What follows belongs to an exercise in optimizing a design on an open flow for small area; a production flow would make more cautious choices. The RTL of this run was laid out without a check of its function. Power is estimated from default activity; no workload was simulated.

### flow/run.sh
#!/bin/bash
# synth_recipe.tcl (not shown) runs the flow's synth.tcl, then flattens the netlist and writes it again
# the make line also repeats each setting of config.mk as NAME=value (left out here)
make -C /OpenROAD-flow-scripts/flow DESIGN_CONFIG=/design/flow/config.mk WORK_HOME=/design/flow/orfs CLKGATE_MAP_FILE= SYNTH_SCRIPT=/design/flow/synth_recipe.tcl finish
### flow/config.mk
export PLATFORM = sky130hd
export DESIGN_NAME = DigitalSystemDesigning
export DESIGN_NICKNAME = DigitalSystemDesigning
export VERILOG_FILES = /design/flow/design.v
export SDC_FILE = /design/flow/constraint.sdc
export NUM_CORES = 4
export LEC_CHECK = 0
export CAP_MARGIN = 20
export CORE_MARGIN = 2
export CORE_UTILIZATION = 40
export PLACE_DENSITY = 0.6
export SLEW_MARGIN = 20
### flow/constraint.sdc
create_clock -name core_clock -period 5.0 [get_ports {clk}]
set_input_delay 1.0000 -clock core_clock [delete_from_list [all_inputs] [get_ports {clk}]]
set_output_delay 1.0000 -clock core_clock [all_outputs]
set_load 0.01 [all_outputs]
### flow/design.v
module divide(
	clk,
	rst,
	clkout,
	tick
);
	input clk,rst;
	output clkout;
	output tick;
	reg clk_p;
	parameter WIDTH = 24;
	parameter N = 1000000;
	reg[WIDTH - 1:0] cnt_p;
	always@(posedge clk)
		begin
			if(!rst)
				begin
					if(cnt_p == (N - 1))
						cnt_p <= 0;
					else
						cnt_p <= cnt_p + 1;
				end
			else
				cnt_p <= 0;
		end
	always@(posedge clk)
		begin
			if(!rst)
				begin
					if(cnt_p < (N >> 1))
						clk_p <= 0;
					else
						clk_p <= 1;
				end
			else
				clk_p <= 0;
		end
	assign clkout = clk_p;
	assign tick = !rst && (cnt_p == (N >> 1));
endmodule
module DigitalSystemDesigning(
	clk,
	rst,
	sw,
	state_in,
	row,
	col_r,
	col_g,
	seg_row,
	seg_col
);
	input clk,rst,sw;
	output reg[7:0] row;
	output reg[7:0] col_r;
	output reg[7:0] col_g;
	output reg[7:0] seg_row;
	output reg[7:0] seg_col;
	input[3:0] state_in;
	wire[3:0] next_state;
	reg[3:0] current_state;
	reg[3:0] previous_state;
	reg[1:0] is_pending;
	reg[6:0] second_cnt;
	reg[6:0] second_cnt_ext;
	localparam GO = 4'b0000;
	localparam LEFT = 4'b0001;
	localparam RIGHT = 4'b0010;
	localparam STOP = 4'b0100;
	localparam OFF = 4'b1111;
	reg[31:0] cnt_breathing_1;
	reg[31:0] cnt_breathing_2;
	reg flag;
	localparam cnt_breathing_loop = 240;
	reg[2:0] cnt_decimalHz;
	reg[2:0] cnt_1Hz;
	reg[2:0] cnt_8Hz;
	reg[2:0] cnt_60Hz;
	reg[2:0] cnt_1000Hz;
	reg[2:0] cnt_2000Hz;
	reg[2:0] cnt_ultimate;
	reg[2:0] cnt_5s;
	reg[3:0] cnt_10s_l;
	reg[3:0] cnt_10s_r;
	parameter dp_decimalHz = 50_0000;
	parameter dp_1Hz = 5_0000;
	parameter dp_8Hz = 6250;
	parameter dp_60Hz = 833;
	parameter dp_1000Hz = 50;
	parameter dp_2000Hz = 25;
	wire clkout_decimalHz, tick_decimalHz;
	wire clkout_1Hz, tick_1Hz;
	wire clkout_8Hz, tick_8Hz;
	wire clkout_60Hz, tick_60Hz;
	wire clkout_1000Hz, tick_1000Hz;  
	wire clkout_2000Hz, tick_2000Hz;
	divide #(.WIDTH(22), .N(dp_decimalHz)) divide_decimalHz(
			.clk(clk), .rst(rst), .clkout(clkout_decimalHz), .tick(tick_decimalHz));
	divide #(.WIDTH(18), .N(dp_1Hz)) divide_1Hz(
			.clk(clk), .rst(rst), .clkout(clkout_1Hz), .tick(tick_1Hz));
	divide #(.WIDTH(18), .N(dp_8Hz)) divide_8Hz(
			.clk(clk), .rst(rst), .clkout(clkout_8Hz), .tick(tick_8Hz));
	divide #(.WIDTH(16), .N(dp_60Hz)) divide_60Hz(
			.clk(clk), .rst(rst), .clkout(clkout_60Hz), .tick(tick_60Hz));
	divide #(.WIDTH(6), .N(dp_1000Hz)) divide_1000Hz(
			.clk(clk), .rst(rst), .clkout(clkout_1000Hz), .tick(tick_1000Hz));
	divide #(.WIDTH(5), .N(dp_2000Hz)) divide_2000Hz(
			.clk(clk), .rst(rst), .clkout(clkout_2000Hz), .tick(tick_2000Hz));
	assign next_state = sw ? state_in : OFF;
	always@(posedge clk)
		if(rst)
			second_cnt <= 0;
		else if(tick_1Hz)
			begin
				if(!sw)
					second_cnt <= 0;
				else
					begin
						second_cnt <= second_cnt + 1;
						if(second_cnt == 99)
							second_cnt <= 0;
					end
			end
	always@(posedge clk)
		if(rst)
			second_cnt_ext <= 0;
		else if(tick_1Hz)
			begin
				if(!sw)
					second_cnt_ext <= 0;
				else if(is_pending == 2'b11)
					second_cnt_ext <= second_cnt_ext + 1;
				else if(is_pending == 2'b00)
					second_cnt_ext <= 0;
			end
	always@(posedge clk)
		if(rst)
			cnt_breathing_1 <= 0;
		else if(cnt_breathing_1 >= cnt_breathing_loop)
			cnt_breathing_1 <= 0;
		else
			cnt_breathing_1 <= cnt_breathing_1 + 1;
	always@(posedge clk)
		if(rst)
			begin
				cnt_breathing_2 <= 0;
				flag <= 1'b0;
			end
		else if(cnt_breathing_1 == cnt_breathing_loop)
			begin
				if(flag == 1'b0)
					begin
						if(cnt_breathing_2 >= cnt_breathing_loop - 1)
							flag <= 1'b1;
						else
							cnt_breathing_2 <= cnt_breathing_2 + 1'b1;
					end
				else
					begin
						if(cnt_breathing_2 <= 0)
							flag <= 1'b0;
						else
							cnt_breathing_2 <= cnt_breathing_2 - 1'b1;
					end
			end
	always@(posedge clk)
		if(rst)
			cnt_decimalHz <= 0;
		else if(tick_decimalHz)
			cnt_decimalHz <= cnt_decimalHz + 1;
	always@(posedge clk)
		if(rst)
			cnt_1Hz <= 0;
		else if(tick_1Hz)
			cnt_1Hz <= cnt_1Hz + 1;
	always@(posedge clk)
		if(rst)
			cnt_10s_l <= 0;
		else if(tick_1Hz)
			begin
				if(previous_state == LEFT)
					begin
						cnt_10s_l <= cnt_10s_l + 1;
						if(cnt_10s_l == 10)
							cnt_10s_l <= 0;
					end
				if(is_pending == 2'b00)
					cnt_10s_l <= 0;
			end
	always@(posedge clk)
		if(rst)
			cnt_10s_r <= 0;
		else if(tick_1Hz)
			begin
				if(previous_state == RIGHT)
					begin
						cnt_10s_r <= cnt_10s_r + 1;
						if(cnt_10s_r == 10)
							cnt_10s_r <= 0;
					end
				if(is_pending == 2'b00)
					cnt_10s_r <= 0;
			end
	always@(posedge clk)
		if(rst)
			cnt_5s <= 0;
		else if(tick_1Hz)
			begin
				if(previous_state == STOP)
					begin
						cnt_5s <= cnt_5s + 1;
						if(cnt_5s == 5)
							cnt_5s <= 0;
					end
				if(is_pending == 2'b00)
					cnt_5s <= 0;
			end
	always@(posedge clk)
		if(rst)
			cnt_8Hz <= 0;
		else if(tick_8Hz)
			cnt_8Hz <= cnt_8Hz + 1;
	always@(posedge clk)
		if(rst)
			cnt_60Hz <= 0;
		else if(tick_60Hz)
			cnt_60Hz <= cnt_60Hz + 1;
	always@(posedge clk)
		if(rst)
			cnt_1000Hz <= 0;
		else if(tick_1000Hz)
			cnt_1000Hz <= cnt_1000Hz + 1;
	always@(posedge clk)
		if(rst)
			cnt_2000Hz <= 0;
		else if(tick_2000Hz)
			cnt_2000Hz <= cnt_2000Hz + 1;
	always@(posedge clk)
		if(rst)
			cnt_ultimate <= 0;
		else
			cnt_ultimate <= cnt_ultimate + 1;
	always@(posedge clk)
		if(rst)
			begin
				previous_state <= GO;
				current_state <= GO;
				is_pending <= 2'b00;
			end
		else
		begin
			case(next_state)
				LEFT:
					begin
						previous_state <= LEFT;
						is_pending <= 2'b11;
					end
				RIGHT:
					begin
						previous_state <= RIGHT;
						is_pending <= 2'b11;
					end
				STOP:
					begin
						previous_state <= STOP;
						is_pending <= 2'b11;
					end
			endcase
			case(next_state)
				GO:
					begin
						case(previous_state)
							LEFT:
								begin
									if(is_pending == 2'b11 && cnt_10s_l != 10)
										current_state <= LEFT;
										previous_state <= LEFT;
									if(cnt_10s_l == 10 || is_pending == 2'b00)
										begin
											is_pending <= 2'b00;
											current_state <= GO;
										end
								end
							RIGHT:
								begin
									if(is_pending == 2'b11 && cnt_10s_r != 10)
										current_state <= RIGHT;
										previous_state <= RIGHT;
									if(cnt_10s_r == 10 || is_pending == 2'b00)
										begin
											is_pending <= 2'b00;
											current_state <= GO;
										end
								end
							STOP:
								begin
									if(is_pending == 2'b11 && cnt_5s != 5)
										current_state <= STOP;
										previous_state <= STOP;
									if(cnt_5s == 5 || is_pending == 2'b00)
										begin
											is_pending <= 2'b00;
											current_state <= GO;
										end
								end
							default:
								begin
									current_state <= GO;
								end
						endcase
					end
				LEFT:
					begin
						current_state <= LEFT;
					end
				RIGHT:
					begin
						current_state <= RIGHT;
					end
				STOP:
					begin
						current_state <= STOP;
						previous_state <= STOP;
					end
				OFF:
				   begin
						current_state <= OFF;
					end
			endcase
		end
	always@(posedge clk)
		if(rst)
			begin
				row <= 8'b1111_1111;
				col_r <= 8'b0000_0000;
				col_g <= 8'b0000_0000;
			end
		else
		begin
				case(current_state)
				GO:
					begin
						case(cnt_ultimate[2:0])
							default:
								col_r <= 8'b0000_0000;
						endcase
						if(cnt_breathing_1 > cnt_breathing_2)
							begin
								case(cnt_2000Hz[2:0])
									3'b000: row <= 8'b1111_1110;
									3'b001: row <= 8'b1111_1101;
									3'b010: row <= 8'b1111_1011;
									3'b011: row <= 8'b1111_0111;
									3'b100: row <= 8'b1110_1111;
									3'b101: row <= 8'b1101_1111;
									3'b110: row <= 8'b1011_1111;
									3'b111: row <= 8'b0111_1111;
								endcase
							case(cnt_8Hz[2:0])
								3'b000:
									case(row)
										8'b1111_1110: col_g <= 8'b1100_0011;
										8'b1111_1101: col_g <= 8'b0110_0110;
										8'b1111_1011: col_g <= 8'b0011_1100;
										8'b1111_0111: col_g <= 8'b0001_1000;
										8'b1110_1111: col_g <= 8'b1100_0011;
										8'b1101_1111: col_g <= 8'b0110_0110;
										8'b1011_1111: col_g <= 8'b0011_1100;
										8'b0111_1111: col_g <= 8'b0001_1000;
									endcase
								3'b001:
									case(row)
										8'b1111_1110: col_g <= 8'b0001_1000;
										8'b1111_1101: col_g <= 8'b1100_0011;
										8'b1111_1011: col_g <= 8'b0110_0110;
										8'b1111_0111: col_g <= 8'b0011_1100;
										8'b1110_1111: col_g <= 8'b0001_1000;
										8'b1101_1111: col_g <= 8'b1100_0011;
										8'b1011_1111: col_g <= 8'b0110_0110;
										8'b0111_1111: col_g <= 8'b0011_1100;
									endcase
								3'b010:
									case(row)
										8'b1111_1110: col_g <= 8'b0011_1100;
										8'b1111_1101: col_g <= 8'b0001_1000;
										8'b1111_1011: col_g <= 8'b1100_0011;
										8'b1111_0111: col_g <= 8'b0110_0110;
										8'b1110_1111: col_g <= 8'b0011_1100;
										8'b1101_1111: col_g <= 8'b0001_1000;
										8'b1011_1111: col_g <= 8'b1100_0011;
										8'b0111_1111: col_g <= 8'b0110_0110;
									endcase
								3'b011:
									case(row)
										8'b1111_1110: col_g <= 8'b0110_0110;
										8'b1111_1101: col_g <= 8'b0011_1100;
										8'b1111_1011: col_g <= 8'b0001_1000;
										8'b1111_0111: col_g <= 8'b1100_0011;
										8'b1110_1111: col_g <= 8'b0110_0110;
										8'b1101_1111: col_g <= 8'b0011_1100;
										8'b1011_1111: col_g <= 8'b0001_1000;
										8'b0111_1111: col_g <= 8'b1100_0011;
									endcase
								3'b100:
									case(row)
										8'b1111_1110: col_g <= 8'b1100_0011;
										8'b1111_1101: col_g <= 8'b0110_0110;
										8'b1111_1011: col_g <= 8'b0011_1100;
										8'b1111_0111: col_g <= 8'b0001_1000;
										8'b1110_1111: col_g <= 8'b1100_0011;
										8'b1101_1111: col_g <= 8'b0110_0110;
										8'b1011_1111: col_g <= 8'b0011_1100;
										8'b0111_1111: col_g <= 8'b0001_1000;
									endcase
								3'b101:
									case(row)
										8'b1111_1110: col_g <= 8'b0001_1000;
										8'b1111_1101: col_g <= 8'b1100_0011;
										8'b1111_1011: col_g <= 8'b0110_0110;
										8'b1111_0111: col_g <= 8'b0011_1100;
										8'b1110_1111: col_g <= 8'b0001_1000;
										8'b1101_1111: col_g <= 8'b1100_0011;
										8'b1011_1111: col_g <= 8'b0110_0110;
										8'b0111_1111: col_g <= 8'b0011_1100;
									endcase
								3'b110:
									case(row)
										8'b1111_1110: col_g <= 8'b0011_1100;
										8'b1111_1101: col_g <= 8'b0001_1000;
										8'b1111_1011: col_g <= 8'b1100_0011;
										8'b1111_0111: col_g <= 8'b0110_0110;
										8'b1110_1111: col_g <= 8'b0011_1100;
										8'b1101_1111: col_g <= 8'b0001_1000;
										8'b1011_1111: col_g <= 8'b1100_0011;
										8'b0111_1111: col_g <= 8'b0110_0110;
									endcase
								3'b111:
									case(row)
										8'b1111_1110: col_g <= 8'b0110_0110;
										8'b1111_1101: col_g <= 8'b0011_1100;
										8'b1111_1011: col_g <= 8'b0001_1000;
										8'b1111_0111: col_g <= 8'b1100_0011;
										8'b1110_1111: col_g <= 8'b0110_0110;
										8'b1101_1111: col_g <= 8'b0011_1100;
										8'b1011_1111: col_g <= 8'b0001_1000;
										8'b0111_1111: col_g <= 8'b1100_0011;
									endcase
							endcase
						end
					else
						begin
							case(cnt_2000Hz[2:0])
								3'b000: row <= 8'b1111_1110;
								3'b001: row <= 8'b1111_1101;
								3'b010: row <= 8'b1111_1011;
								3'b011: row <= 8'b1111_0111;
								3'b100: row <= 8'b1110_1111;
								3'b101: row <= 8'b1101_1111;
								3'b110: row <= 8'b1011_1111;
								3'b111: row <= 8'b0111_1111;
							endcase
							case(row)
								default: col_g <= 8'b0000_0000;
							endcase
						end
				end
			LEFT:
				begin
					case(cnt_1000Hz[2:0])
						default:
							col_r <= 8'b0000_0000;
					endcase
					case(cnt_1000Hz[2:0])
						3'b000: row <= 8'b1111_1110;
						3'b001: row <= 8'b1111_1101;
						3'b010: row <= 8'b1111_1011;
						3'b011: row <= 8'b1111_0111;
						3'b100: row <= 8'b1110_1111;
						3'b101: row <= 8'b1101_1111;
						3'b110: row <= 8'b1011_1111;
						3'b111: row <= 8'b0111_1111;
					endcase
					case(cnt_8Hz[2:0])
						3'b000:
							case(row)
								8'b1111_1110: col_g <= 8'b0000_1000;
								8'b1111_1101: col_g <= 8'b0000_1100;
								8'b1111_1011: col_g <= 8'b0000_0110;
								8'b1111_0111: col_g <= 8'b0111_1111;
								8'b1110_1111: col_g <= 8'b0111_1111;
								8'b1101_1111: col_g <= 8'b0000_0110;
								8'b1011_1111: col_g <= 8'b0000_1100;
								8'b0111_1111: col_g <= 8'b0000_1000;
							endcase
						3'b001:
							case(row)
								8'b1111_1110: col_g <= 8'b0000_0100;
								8'b1111_1101: col_g <= 8'b0000_0110;
								8'b1111_1011: col_g <= 8'b0000_0011;
								8'b1111_0111: col_g <= 8'b1011_1111;
								8'b1110_1111: col_g <= 8'b1011_1111;
								8'b1101_1111: col_g <= 8'b0000_0011;
								8'b1011_1111: col_g <= 8'b0000_0110;
								8'b0111_1111: col_g <= 8'b0000_0100;
							endcase
						3'b010:
							case(row)
								8'b1111_1110: col_g <= 8'b0000_0010;
								8'b1111_1101: col_g <= 8'b0000_0011;
								8'b1111_1011: col_g <= 8'b1000_0001;
								8'b1111_0111: col_g <= 8'b1101_1111;
								8'b1110_1111: col_g <= 8'b1101_1111;
								8'b1101_1111: col_g <= 8'b1000_0001;
								8'b1011_1111: col_g <= 8'b0000_0011;
								8'b0111_1111: col_g <= 8'b0000_0010;
							endcase
						3'b011:
							case(row)
								8'b1111_1110: col_g <= 8'b0000_0001;
								8'b1111_1101: col_g <= 8'b1000_0001;
								8'b1111_1011: col_g <= 8'b1100_0000;
								8'b1111_0111: col_g <= 8'b1110_1111;
								8'b1110_1111: col_g <= 8'b1110_1111;
								8'b1101_1111: col_g <= 8'b1100_0000;
								8'b1011_1111: col_g <= 8'b1000_0001;
								8'b0111_1111: col_g <= 8'b0000_0001;
							endcase
						3'b100:
							case(row)
								8'b1111_1110: col_g <= 8'b1000_0000;
								8'b1111_1101: col_g <= 8'b1100_0000;
								8'b1111_1011: col_g <= 8'b0110_0000;
								8'b1111_0111: col_g <= 8'b1111_0111;
								8'b1110_1111: col_g <= 8'b1111_0111;
								8'b1101_1111: col_g <= 8'b0110_0000;
								8'b1011_1111: col_g <= 8'b1100_0000;
								8'b0111_1111: col_g <= 8'b1000_0000;
							endcase
						3'b101:
							case(row)
								8'b1111_1110: col_g <= 8'b0100_0000;
								8'b1111_1101: col_g <= 8'b0110_0000;
								8'b1111_1011: col_g <= 8'b0011_0000;
								8'b1111_0111: col_g <= 8'b1111_1011;
								8'b1110_1111: col_g <= 8'b1111_1011;
								8'b1101_1111: col_g <= 8'b0011_0000;
								8'b1011_1111: col_g <= 8'b0110_0000;
								8'b0111_1111: col_g <= 8'b0100_0000;
							endcase
						3'b110:
							case(row)
								8'b1111_1110: col_g <= 8'b0010_0000;
								8'b1111_1101: col_g <= 8'b0011_0000;
								8'b1111_1011: col_g <= 8'b0001_1000;
								8'b1111_0111: col_g <= 8'b1111_1101;
								8'b1110_1111: col_g <= 8'b1111_1101;
								8'b1101_1111: col_g <= 8'b0001_1000;
								8'b1011_1111: col_g <= 8'b0011_0000;
								8'b0111_1111: col_g <= 8'b0010_0000;
							endcase
						3'b111:
							case(row)
								8'b1111_1110: col_g <= 8'b0001_0000;
								8'b1111_1101: col_g <= 8'b0001_1000;
								8'b1111_1011: col_g <= 8'b0000_1100;
								8'b1111_0111: col_g <= 8'b1111_1110;
								8'b1110_1111: col_g <= 8'b1111_1110;
								8'b1101_1111: col_g <= 8'b0000_1100;
								8'b1011_1111: col_g <= 8'b0001_1000;
								8'b0111_1111: col_g <= 8'b0001_0000;
							endcase
					endcase
				end
			RIGHT:
				begin
					case(cnt_1000Hz[2:0])
						default:
							col_r <= 8'b0000_0000;
					endcase
					case(cnt_1000Hz[2:0])
						3'b000: row <= 8'b1111_1110;
						3'b001: row <= 8'b1111_1101;
						3'b010: row <= 8'b1111_1011;
						3'b011: row <= 8'b1111_0111;
						3'b100: row <= 8'b1110_1111;
						3'b101: row <= 8'b1101_1111;
						3'b110: row <= 8'b1011_1111;
						3'b111: row <= 8'b0111_1111;
					endcase
					case(cnt_8Hz[2:0])
						3'b000:
							case(row)
								8'b1111_1110: col_g <= 8'b0001_0000;
								8'b1111_1101: col_g <= 8'b0011_0000;
								8'b1111_1011: col_g <= 8'b0110_0000;
								8'b1111_0111: col_g <= 8'b1111_1110;
								8'b1110_1111: col_g <= 8'b1111_1110;
								8'b1101_1111: col_g <= 8'b0110_0000;
								8'b1011_1111: col_g <= 8'b0011_0000;
								8'b0111_1111: col_g <= 8'b0001_0000;
							endcase
						3'b001:
							case(row)
								8'b1111_1110: col_g <= 8'b0010_0000;
								8'b1111_1101: col_g <= 8'b0110_0000;
								8'b1111_1011: col_g <= 8'b1100_0000;
								8'b1111_0111: col_g <= 8'b1111_1101;
								8'b1110_1111: col_g <= 8'b1111_1101;
								8'b1101_1111: col_g <= 8'b1100_0000;
								8'b1011_1111: col_g <= 8'b0110_0000;
								8'b0111_1111: col_g <= 8'b0010_0000;
							endcase
						3'b010:
							case(row)
								8'b1111_1110: col_g <= 8'b0100_0000;
								8'b1111_1101: col_g <= 8'b1100_0000;
								8'b1111_1011: col_g <= 8'b1000_0001;
								8'b1111_0111: col_g <= 8'b1111_1011;
								8'b1110_1111: col_g <= 8'b1111_1011;
								8'b1101_1111: col_g <= 8'b1000_0001;
								8'b1011_1111: col_g <= 8'b1100_0000;
								8'b0111_1111: col_g <= 8'b0100_0000;
							endcase
						3'b011:
							case(row)
								8'b1111_1110: col_g <= 8'b1000_0000;
								8'b1111_1101: col_g <= 8'b1000_0001;
								8'b1111_1011: col_g <= 8'b0000_0011;
								8'b1111_0111: col_g <= 8'b1111_0111;
								8'b1110_1111: col_g <= 8'b1111_0111;
								8'b1101_1111: col_g <= 8'b0000_0011;
								8'b1011_1111: col_g <= 8'b1000_0001;
								8'b0111_1111: col_g <= 8'b1000_0000;
							endcase
						3'b100:
							case(row)
								8'b1111_1110: col_g <= 8'b0000_0001;
								8'b1111_1101: col_g <= 8'b0000_0011;
								8'b1111_1011: col_g <= 8'b0000_0110;
								8'b1111_0111: col_g <= 8'b1110_1111;
								8'b1110_1111: col_g <= 8'b1110_1111;
								8'b1101_1111: col_g <= 8'b0000_0110;
								8'b1011_1111: col_g <= 8'b0000_0011;
								8'b0111_1111: col_g <= 8'b0000_0001;
							endcase
						3'b101:
							case(row)
								8'b1111_1110: col_g <= 8'b0000_0010;
								8'b1111_1101: col_g <= 8'b0000_0110;
								8'b1111_1011: col_g <= 8'b0000_1100;
								8'b1111_0111: col_g <= 8'b1101_1111;
								8'b1110_1111: col_g <= 8'b1101_1111;
								8'b1101_1111: col_g <= 8'b0000_1100;
								8'b1011_1111: col_g <= 8'b0000_0110;
								8'b0111_1111: col_g <= 8'b0000_0010;
							endcase
						3'b110:
							case(row)
								8'b1111_1110: col_g <= 8'b0000_0100;
								8'b1111_1101: col_g <= 8'b0000_1100;
								8'b1111_1011: col_g <= 8'b0001_1000;
								8'b1111_0111: col_g <= 8'b1011_1111;
								8'b1110_1111: col_g <= 8'b1011_1111;
								8'b1101_1111: col_g <= 8'b0001_1000;
								8'b1011_1111: col_g <= 8'b0000_1100;
								8'b0111_1111: col_g <= 8'b0000_0100;
							endcase
						3'b111:
							case(row)
								8'b1111_1110: col_g <= 8'b0000_1000;
								8'b1111_1101: col_g <= 8'b0001_1000;
								8'b1111_1011: col_g <= 8'b0011_0000;
								8'b1111_0111: col_g <= 8'b0111_1111;
								8'b1110_1111: col_g <= 8'b0111_1111;
								8'b1101_1111: col_g <= 8'b0011_0000;
								8'b1011_1111: col_g <= 8'b0001_1000;
								8'b0111_1111: col_g <= 8'b0000_1000;
							endcase
					endcase
				end
			STOP:
				begin
					case(cnt_1000Hz[2:0])
						3'b000: row <= 8'b1111_1110;
						3'b001: row <= 8'b1111_1101;
						3'b010: row <= 8'b1111_1011;
						3'b011: row <= 8'b1111_0111;
						3'b100: row <= 8'b1110_1111;
						3'b101: row <= 8'b1101_1111;
						3'b110: row <= 8'b1011_1111;
						3'b111: row <= 8'b0111_1111;
					endcase
					case(row)
						8'b1111_1110: col_r <= 8'b1000_0001;
						8'b1111_1101: col_r <= 8'b0100_0010;
						8'b1111_1011: col_r <= 8'b0010_0100;
						8'b1111_0111: col_r <= 8'b0001_1000;
						8'b1110_1111: col_r <= 8'b0001_1000;
						8'b1101_1111: col_r <= 8'b0010_0100;
						8'b1011_1111: col_r <= 8'b0100_0010;
						8'b0111_1111: col_r <= 8'b1000_0001;
					endcase
					case(row)
						8'b1111_1110: col_g <= 8'b0000_0000;
						8'b1111_1101: col_g <= 8'b0000_0000;
						8'b1111_1011: col_g <= 8'b0000_0000;
						8'b1111_0111: col_g <= 8'b0000_0000;
						8'b1110_1111: col_g <= 8'b0000_0000;
						8'b1101_1111: col_g <= 8'b0000_0000;
						8'b1011_1111: col_g <= 8'b0000_0000;
						8'b0111_1111: col_g <= 8'b0000_0000;
					endcase
				end
			OFF:
				begin
					case(cnt_1000Hz[2:0])
						3'b000: row <= 8'b1111_1110;
						3'b001: row <= 8'b1111_1101;
						3'b010: row <= 8'b1111_1011;
						3'b011: row <= 8'b1111_0111;
						3'b100: row <= 8'b1110_1111;
						3'b101: row <= 8'b1101_1111;
						3'b110: row <= 8'b1011_1111;
						3'b111: row <= 8'b0111_1111;
					endcase
					case(row)
						8'b1111_1110: col_r <= 8'b0000_0000;
						8'b1111_1101: col_r <= 8'b0000_0000;
						8'b1111_1011: col_r <= 8'b0000_0000;
						8'b1111_0111: col_r <= 8'b0000_0000;
						8'b1110_1111: col_r <= 8'b0000_0000;
						8'b1101_1111: col_r <= 8'b0000_0000;
						8'b1011_1111: col_r <= 8'b0000_0000;
						8'b0111_1111: col_r <= 8'b0000_0000;
					endcase
					case(row)
						8'b1111_1110: col_g <= 8'b0000_0000;
						8'b1111_1101: col_g <= 8'b0000_0000;
						8'b1111_1011: col_g <= 8'b0000_0000;
						8'b1111_0111: col_g <= 8'b0000_0000;
						8'b1110_1111: col_g <= 8'b0000_0000;
						8'b1101_1111: col_g <= 8'b0000_0000;
						8'b1011_1111: col_g <= 8'b0000_0000;
						8'b0111_1111: col_g <= 8'b0000_0000;
					endcase
				end
			endcase
		end
	reg[7:0] seg_row_n;
	reg[7:0] seg_col_n;
	always@(*)
		begin
			seg_row_n = clkout_1000Hz ? 8'b1011_1111 : 8'b0111_1111;
			seg_col_n = seg_col;
				case(seg_row_n)
					8'b0111_1111:
						case(second_cnt)
							7'b000_0000: seg_col_n = 8'b0000_0000;
							7'b000_0001: seg_col_n = 8'b0000_0000;
							7'b000_0010: seg_col_n = 8'b0000_0000;
							7'b000_0011: seg_col_n = 8'b0000_0000;
							7'b000_0100: seg_col_n = 8'b0000_0000;
							7'b000_0101: seg_col_n = 8'b0000_0000;
							7'b000_0110: seg_col_n = 8'b0000_0000;
							7'b000_0111: seg_col_n = 8'b0000_0000;
							7'b000_1000: seg_col_n = 8'b0000_0000;
							7'b000_1001: seg_col_n = 8'b0000_0000;
							7'b000_1010: seg_col_n = 8'b0110_0000;
							7'b000_1011: seg_col_n = 8'b0110_0000;
							7'b000_1100: seg_col_n = 8'b0110_0000;
							7'b000_1101: seg_col_n = 8'b0110_0000;
							7'b000_1110: seg_col_n = 8'b0110_0000;
							7'b000_1111: seg_col_n = 8'b0110_0000;
							7'b001_0000: seg_col_n = 8'b0110_0000;
							7'b001_0001: seg_col_n = 8'b0110_0000;
							7'b001_0010: seg_col_n = 8'b0110_0000;
							7'b001_0011: seg_col_n = 8'b0110_0000;
							7'b001_0100: seg_col_n = 8'b1101_1010;
							7'b001_0101: seg_col_n = 8'b1101_1010;
							7'b001_0110: seg_col_n = 8'b1101_1010;
							7'b001_0111: seg_col_n = 8'b1101_1010;
							7'b001_1000: seg_col_n = 8'b1101_1010;
							7'b001_1001: seg_col_n = 8'b1101_1010;
							7'b001_1010: seg_col_n = 8'b1101_1010;
							7'b001_1011: seg_col_n = 8'b1101_1010;
							7'b001_1100: seg_col_n = 8'b1101_1010;
							7'b001_1101: seg_col_n = 8'b1101_1010;
							7'b001_1110: seg_col_n = 8'b1111_0010;
							7'b001_1111: seg_col_n = 8'b1111_0010;
							7'b010_0000: seg_col_n = 8'b1111_0010;
							7'b010_0001: seg_col_n = 8'b1111_0010;
							7'b010_0010: seg_col_n = 8'b1111_0010;
							7'b010_0011: seg_col_n = 8'b1111_0010;
							7'b010_0100: seg_col_n = 8'b1111_0010;
							7'b010_0101: seg_col_n = 8'b1111_0010;
							7'b010_0110: seg_col_n = 8'b1111_0010;
							7'b010_0111: seg_col_n = 8'b1111_0010;
							7'b010_1000: seg_col_n = 8'b0110_0110;
							7'b010_1001: seg_col_n = 8'b0110_0110;
							7'b010_1010: seg_col_n = 8'b0110_0110;
							7'b010_1011: seg_col_n = 8'b0110_0110;
							7'b010_1100: seg_col_n = 8'b0110_0110;
							7'b010_1101: seg_col_n = 8'b0110_0110;
							7'b010_1110: seg_col_n = 8'b0110_0110;
							7'b010_1111: seg_col_n = 8'b0110_0110;
							7'b011_0000: seg_col_n = 8'b0110_0110;
							7'b011_0001: seg_col_n = 8'b0110_0110;
							7'b011_0010: seg_col_n = 8'b1011_0110;
							7'b011_0011: seg_col_n = 8'b1011_0110;
							7'b011_0100: seg_col_n = 8'b1011_0110;
							7'b011_0101: seg_col_n = 8'b1011_0110;
							7'b011_0110: seg_col_n = 8'b1011_0110;
							7'b011_0111: seg_col_n = 8'b1011_0110;
							7'b011_1000: seg_col_n = 8'b1011_0110;
							7'b011_1001: seg_col_n = 8'b1011_0110;
							7'b011_1010: seg_col_n = 8'b1011_0110;
							7'b011_1011: seg_col_n = 8'b1011_0110;
							7'b011_1100: seg_col_n = 8'b1011_1110;
							7'b011_1101: seg_col_n = 8'b1011_1110;
							7'b011_1110: seg_col_n = 8'b1011_1110;
							7'b011_1111: seg_col_n = 8'b1011_1110;
							7'b100_0000: seg_col_n = 8'b1011_1110;
							7'b100_0001: seg_col_n = 8'b1011_1110;
							7'b100_0010: seg_col_n = 8'b1011_1110;
							7'b100_0011: seg_col_n = 8'b1011_1110;
							7'b100_0100: seg_col_n = 8'b1011_1110;
							7'b100_0101: seg_col_n = 8'b1011_1110;
							7'b100_0110: seg_col_n = 8'b1110_0000;
							7'b100_0111: seg_col_n = 8'b1110_0000;
							7'b100_1000: seg_col_n = 8'b1110_0000;
							7'b100_1001: seg_col_n = 8'b1110_0000;
							7'b100_1010: seg_col_n = 8'b1110_0000;
							7'b100_1011: seg_col_n = 8'b1110_0000;
							7'b100_1100: seg_col_n = 8'b1110_0000;
							7'b100_1101: seg_col_n = 8'b1110_0000;
							7'b100_1110: seg_col_n = 8'b1110_0000;
							7'b100_1111: seg_col_n = 8'b1110_0000;
							7'b101_0000: seg_col_n = 8'b1111_1110;
							7'b101_0001: seg_col_n = 8'b1111_1110;
							7'b101_0010: seg_col_n = 8'b1111_1110;
							7'b101_0011: seg_col_n = 8'b1111_1110;
							7'b101_0100: seg_col_n = 8'b1111_1110;
							7'b101_0101: seg_col_n = 8'b1111_1110;
							7'b101_0110: seg_col_n = 8'b1111_1110;
							7'b101_0111: seg_col_n = 8'b1111_1110;
							7'b101_1000: seg_col_n = 8'b1111_1110;
							7'b101_1001: seg_col_n = 8'b1111_1110;
							7'b101_1010: seg_col_n = 8'b1111_0110;
							7'b101_1011: seg_col_n = 8'b1111_0110;
							7'b101_1100: seg_col_n = 8'b1111_0110;
							7'b101_1101: seg_col_n = 8'b1111_0110;
							7'b101_1110: seg_col_n = 8'b1111_0110;
							7'b101_1111: seg_col_n = 8'b1111_0110;
							7'b110_0000: seg_col_n = 8'b1111_0110;
							7'b110_0001: seg_col_n = 8'b1111_0110;
							7'b110_0010: seg_col_n = 8'b1111_0110;
							7'b110_0011: seg_col_n = 8'b1111_0110;	
						endcase
					8'b1011_1111:
						case(second_cnt)
							7'b000_0000: seg_col_n = 8'b1111_1100;
							7'b000_0001: seg_col_n = 8'b0110_0000;
							7'b000_0010: seg_col_n = 8'b1101_1010;
							7'b000_0011: seg_col_n = 8'b1111_0010;
							7'b000_0100: seg_col_n = 8'b0110_0110;
							7'b000_0101: seg_col_n = 8'b1011_0110;
							7'b000_0110: seg_col_n = 8'b1011_1110;
							7'b000_0111: seg_col_n = 8'b1110_0000;
							7'b000_1000: seg_col_n = 8'b1111_1110;
							7'b000_1001: seg_col_n = 8'b1111_0110;
							7'b000_1010: seg_col_n = 8'b1111_1100;
							7'b000_1011: seg_col_n = 8'b0110_0000;
							7'b000_1100: seg_col_n = 8'b1101_1010;
							7'b000_1101: seg_col_n = 8'b1111_0010;
							7'b000_1110: seg_col_n = 8'b0110_0110;
							7'b000_1111: seg_col_n = 8'b1011_0110;
							7'b001_0000: seg_col_n = 8'b1011_1110;
							7'b001_0001: seg_col_n = 8'b1110_0000;
							7'b001_0010: seg_col_n = 8'b1111_1110;
							7'b001_0011: seg_col_n = 8'b1111_0110;
							7'b001_0100: seg_col_n = 8'b1111_1100;
							7'b001_0101: seg_col_n = 8'b0110_0000;
							7'b001_0110: seg_col_n = 8'b1101_1010;
							7'b001_0111: seg_col_n = 8'b1111_0010;
							7'b001_1000: seg_col_n = 8'b0110_0110;
							7'b001_1001: seg_col_n = 8'b1011_0110;
							7'b001_1010: seg_col_n = 8'b1011_1110;
							7'b001_1011: seg_col_n = 8'b1110_0000;
							7'b001_1100: seg_col_n = 8'b1111_1110;
							7'b001_1101: seg_col_n = 8'b1111_0110;
							7'b001_1110: seg_col_n = 8'b1111_1100;
							7'b001_1111: seg_col_n = 8'b0110_0000;
							7'b010_0000: seg_col_n = 8'b1101_1010;
							7'b010_0001: seg_col_n = 8'b1111_0010;
							7'b010_0010: seg_col_n = 8'b0110_0110;
							7'b010_0011: seg_col_n = 8'b1011_0110;
							7'b010_0100: seg_col_n = 8'b1011_1110;
							7'b010_0101: seg_col_n = 8'b1110_0000;
							7'b010_0110: seg_col_n = 8'b1111_1110;
							7'b010_0111: seg_col_n = 8'b1111_0110;
							7'b010_1000: seg_col_n = 8'b1111_1100;
							7'b010_1001: seg_col_n = 8'b0110_0000;
							7'b010_1010: seg_col_n = 8'b1101_1010;
							7'b010_1011: seg_col_n = 8'b1111_0010;
							7'b010_1100: seg_col_n = 8'b0110_0110;
							7'b010_1101: seg_col_n = 8'b1011_0110;
							7'b010_1110: seg_col_n = 8'b1011_1110;
							7'b010_1111: seg_col_n = 8'b1110_0000;
							7'b011_0000: seg_col_n = 8'b1111_1110;
							7'b011_0001: seg_col_n = 8'b1111_0110;
							7'b011_0010: seg_col_n = 8'b1111_1100;
							7'b011_0011: seg_col_n = 8'b0110_0000;
							7'b011_0100: seg_col_n = 8'b1101_1010;
							7'b011_0101: seg_col_n = 8'b1111_0010;
							7'b011_0110: seg_col_n = 8'b0110_0110;
							7'b011_0111: seg_col_n = 8'b1011_0110;
							7'b011_1000: seg_col_n = 8'b1011_1110;
							7'b011_1001: seg_col_n = 8'b1110_0000;
							7'b011_1010: seg_col_n = 8'b1111_1110;
							7'b011_1011: seg_col_n = 8'b1111_0110;
							7'b011_1100: seg_col_n = 8'b1111_1100;
							7'b011_1101: seg_col_n = 8'b0110_0000;
							7'b011_1110: seg_col_n = 8'b1101_1010;
							7'b011_1111: seg_col_n = 8'b1111_0010;
							7'b100_0000: seg_col_n = 8'b0110_0110;
							7'b100_0001: seg_col_n = 8'b1011_0110;
							7'b100_0010: seg_col_n = 8'b1011_1110;
							7'b100_0011: seg_col_n = 8'b1110_0000;
							7'b100_0100: seg_col_n = 8'b1111_1110;
							7'b100_0101: seg_col_n = 8'b1111_0110;
							7'b100_0110: seg_col_n = 8'b1111_1100;
							7'b100_0111: seg_col_n = 8'b0110_0000;
							7'b100_1000: seg_col_n = 8'b1101_1010;
							7'b100_1001: seg_col_n = 8'b1111_0010;
							7'b100_1010: seg_col_n = 8'b0110_0110;
							7'b100_1011: seg_col_n = 8'b1011_0110;
							7'b100_1100: seg_col_n = 8'b1011_1110;
							7'b100_1101: seg_col_n = 8'b1110_0000;
							7'b100_1110: seg_col_n = 8'b1111_1110;
							7'b100_1111: seg_col_n = 8'b1111_0110;
							7'b101_0000: seg_col_n = 8'b1111_1100;
							7'b101_0001: seg_col_n = 8'b0110_0000;
							7'b101_0010: seg_col_n = 8'b1101_1010;
							7'b101_0011: seg_col_n = 8'b1111_0010;
							7'b101_0100: seg_col_n = 8'b0110_0110;
							7'b101_0101: seg_col_n = 8'b1011_0110;
							7'b101_0110: seg_col_n = 8'b1011_1110;
							7'b101_0111: seg_col_n = 8'b1110_0000;
							7'b101_1000: seg_col_n = 8'b1111_1110;
							7'b101_1001: seg_col_n = 8'b1111_0110;
							7'b101_1010: seg_col_n = 8'b1111_1100;
							7'b101_1011: seg_col_n = 8'b0110_0000;
							7'b101_1100: seg_col_n = 8'b1101_1010;
							7'b101_1101: seg_col_n = 8'b1111_0010;
							7'b101_1110: seg_col_n = 8'b0110_0110;
							7'b101_1111: seg_col_n = 8'b1011_0110;
							7'b110_0000: seg_col_n = 8'b1011_1110;
							7'b110_0001: seg_col_n = 8'b1110_0000;
							7'b110_0010: seg_col_n = 8'b1111_1110;
							7'b110_0011: seg_col_n = 8'b1111_0110;
						endcase
				endcase
		end
	always@(posedge clk)
		if(rst)
			begin
				seg_row <= 8'b1111_1111;
				seg_col <= 8'b0000_0000;
			end
		else if(!sw)
			begin
				seg_row <= 8'b1111_1111;
				seg_col <= 8'b0000_0000;
			end
		else
			begin
				seg_row <= seg_row_n;
				seg_col <= seg_col_n;
			end
endmodule
==> impl_metrics.tcl <==
set metrics [dict create \
    cts_buffers 17 \
    fp.dieW_um 183 \
    synthDistinctLibCells 97 \
    cts_hold_buf 0 \
    grt_pass1_wl_um 53200 \
    drive_above_1_share_pct 4.58 \
    async_reset_ff_share_pct 0 \
    cts_sinks 195 \
    p_per_area_nw_per_um2 261 \
    syn_area_um2 12700 \
    cts_buffer_depth 2 \
    grt_pass1_vias 10700 \
    rows 65 \
    root_buffer "clkbuf_16" \
    rrSetupSlack_ps 1150 \
    slew_violations 0 \
    clkSlewWorstSetupHoldPaths_ps 80 \
    crit_type "reg2reg" \
    avgViaCountPerCell 5.66 \
    rr_worst_depth 9 \
    postRouteAntennaNets 0 \
    io_pins 47 \
    antenna_cells 0 \
    min_period_ps 3850 \
    final_util_pct 44.5 \
    insertion_delay_ps 450 \
    synth_top_area_cell "dfxtp_1" \
    max_freq_mhz 260 \
    status "no timing/DRC/antenna violations" \
    peakVddDrop_uv 248 \
    synth_edf_count 0 \
    avgSynthCellArea_um2 7.91 \
    final.setup.tns_ps 0 \
    synth_warnings 7 \
    cts_resized 0 \
    num_vias 11500 \
    start_util_pct 40.5 \
    hold-worst-slack_ps 451 \
    power.leakage_nw 5.40 \
    period_share_pct 77.0 \
    grtUsageTotal_pct 19.4 \
    finalSetupViolCount 0 \
    hold_violations 0 \
    ys_seq_area_share_pct 30.6 \
    yosysTopAreaCellShare_pct 30.6 \
    dieArea_um2 33300 \
    slew_headroom_pct 27.6 \
    crit_arrival_ps 4200 \
    core-area_um2 31500 \
    drt-initial-drc-count 908 \
    antenna_found_initial 0 \
    crit_end "seg_col[4]" \
    dp_hpwl_um 23200 \
    grt_max_degree 67 \
    fill_cells 3110 \
    startpoint_type "flop" \
    worstSetupStartpoint "second_cnt[3]" \
    worst_r2r_endpoint "seg_col[4]" \
    die_y_um 183 \
    dr.pass1.iters 6 \
    ys.flop_type "dfxtp_1" \
    synthTopCellsByArea "dfxtp_1, ha_1, nor2_1, a21oi_1, nand2_1" \
    critPathRequiredTime_ps 5350 \
    tightest_slew_ps 1080 \
    tritoncts "yes" \
    wire_per_inst_um 15.7 \
    finalWirelength_um 32000 \
    syn_inst 1612 \
    syn2layout_area_growth_pct 9.83 \
    io_buffers 39 \
    gp_congestion 0.907 \
    cts_setup_buffers 0 \
    ys_ff_latch 195 \
    crit_fanout 30 \
    worstHoldPathType "reg2reg" \
    rsz0062_at_grt "false" \
    crit_path_end_kind "flop" \
    overflow 0 \
    r2r_start "second_cnt[3]" \
    fin_worst_skew_ps 13.3 \
    drv_cap 0 \
    remaining_drc_errors 0 \
    final_nets 1722 \
    cts_max_level 4 \
]
-- routing by layer --
layer  global-route usage, %  part of all wire, %  up-vias
met5                       0                    0        -
met4                    6.81                  2.4        0
met3                    3.23                  4.2       52
met2                    31.1                   45      290
met1                    26.3                   48     5373
li1                        -                    -     5823
-- kinds of logic (layout without fill, tap and decap cells) --
family / Yosys count / after routing / synth area share, %
compound gates: 409 / 409 / 21.4
xor+xnor: 80 / 80 / 5.50
fa+ha+maj: 90 / 90 / 8.89
buf+inv: 169 / 166 / 6.41
flops: 195 / 195 / 30.6
mux: 11 / 11 / 0.942
other cells: 2 / 31 / 0.0589
simple gates: 656 / 656 / 26.1
-- synthesized netlist by cell type, types with 17 or more instances --
master and n:
dfxtp_1 195, nor2_1 191, nand2_1 151, a21oi_1 115
ha_1 89, inv_1 82, o21ai_0 76, nand3_1 64
clkbuf_1 41, xor2_1 41, xnor2_1 39, nor3_1 34
nand4_1 29, a21o_1 24, nor4_1 24, and3_1 23
nor2b_1 22, buf_4 18, a211oi_1 17
-- worst min-delay path by stage --
stage,startpoint,endpoint,slack (ps),cells past startpoint
final,flop,row[1],450,2
after global routing,flop,row[5],470,2
after CTS,flop,row[1],460,2
after detailed placement,flop,row[1],440,2
after global placement,flop,row[1],440,2
after floorplan,divide_1000Hz.clk_p,seg_row[6],380,1
-- cells in the final DEF, fill, tap and decap left out, drive strengths merged, types with 14 or more instances in the layout --
cell type / count
o21ai: 83
a211oi: 19
a221oi: 15
nor3: 35
xor2: 41
ha: 89
conb: 31
nor4: 24
inv: 90
nor4b: 15
nor2b: 22
o211ai: 14
o21a: 15
a21o: 24
xnor2: 39
nand2: 151
dfxtp: 195
and3: 23
a21oi: 116
clkbuf: 18
nor2: 191
clkdlybuf4s50: 38
nand3: 64
nand4: 29
-- flip-flops by register name, summed over array words and instances (netlist names), named ones only --
signal / flops
cnt_breathing_1: 32
cnt_breathing_2: 32
divide_1Hz.cnt_p: 18
divide_8Hz.cnt_p: 18
col_g: 8
row: 8
second_cnt: 7
seg_col: 7
divide_1000Hz.cnt_p: 6
divide_2000Hz.cnt_p: 5
cnt_10s_l: 4
cnt_10s_r: 4
col_r: 4
current_state: 4
previous_state: 4
cnt_1000Hz: 3
cnt_2000Hz: 3
cnt_5s: 3
cnt_8Hz: 3
is_pending: 2
seg_row: 2
divide_1000Hz.clk_p: 1
flag: 1
-- final cells by class --
type,count,area [µm²],share of cell area (%)
sequential,195,3900,27.9
multi-input combinational,1277,8160,58.3
clock inverter,14,215,1.54
tap,402,503,3.59
timing repair buffer,50,470,3.36
inverter,84,315,2.25
clock buffer,18,429,3.07
-- power breakdown --
part,total [mW],leakage [nW],internal [mW],switching (mW)
Sequential,1.68,1.59,1.60,0.0716
Clock,1.53,0.316,0.858,0.668
Combinational,0.452,3.50,0.192,0.260
Total,3.65,5.40,2.65,1.00
-- critical path: stages (launching register included) --
cell	delay, ps
dfxtp_1	1040
buf_4	310
or2_2	170
a21oi_1	80
o21bai_1	170
a221o_1	390
nand4bb_4	250
o41ai_2	930
a2111oi_0	170
a31o_1	230
-- stage by stage --
step                setup slack [ps]  instances  power, mW  area, µm²
floorplan                       1560       1641       2.00      12900
global placement                1280       2008       2.16      13300
detailed placement              1200       2008       2.16      13300
CTS                             1190       2040       3.70      14000
global route                     864       2040       3.83      14000
finish                          1150       2040       3.65      14000

## afterwards: timing with drivers on the ports
No port has a modelled driver above. Below, the same layout with a new extraction and two added sets of constraints.
Step 1 (the two cells are an assumption about what drives the block):
set clk [get_ports {clk}]
set_driving_cell -lib_cell sky130_fd_sc_hd__clkbuf_16 $clk
set_driving_cell -lib_cell sky130_fd_sc_hd__buf_2 [delete_from_list [all_inputs] $clk]
Step 2 times the ports against the registers' clock, not the clock port: input delays grow and output delays shrink by t, the midpoint of the rising clock arrivals with the driver on.
a / b / c = ideal / step 1 / step 2; a / b = the first two.
shift t [ns]: 0.490
setup slack, ns: 1.150 / 1.150 / 1.150
worst hold slack (ns): 0.451 / 0.451 / 0.451
latest minus earliest clock arrival (ns): 0.015 / 0.015
pins driven straight from the clock port: 1
After both steps setup and hold are still met in this run. For this run, drivers alone change the setup slack by 0.000 ns; drivers and shift together by 0.000 ns.
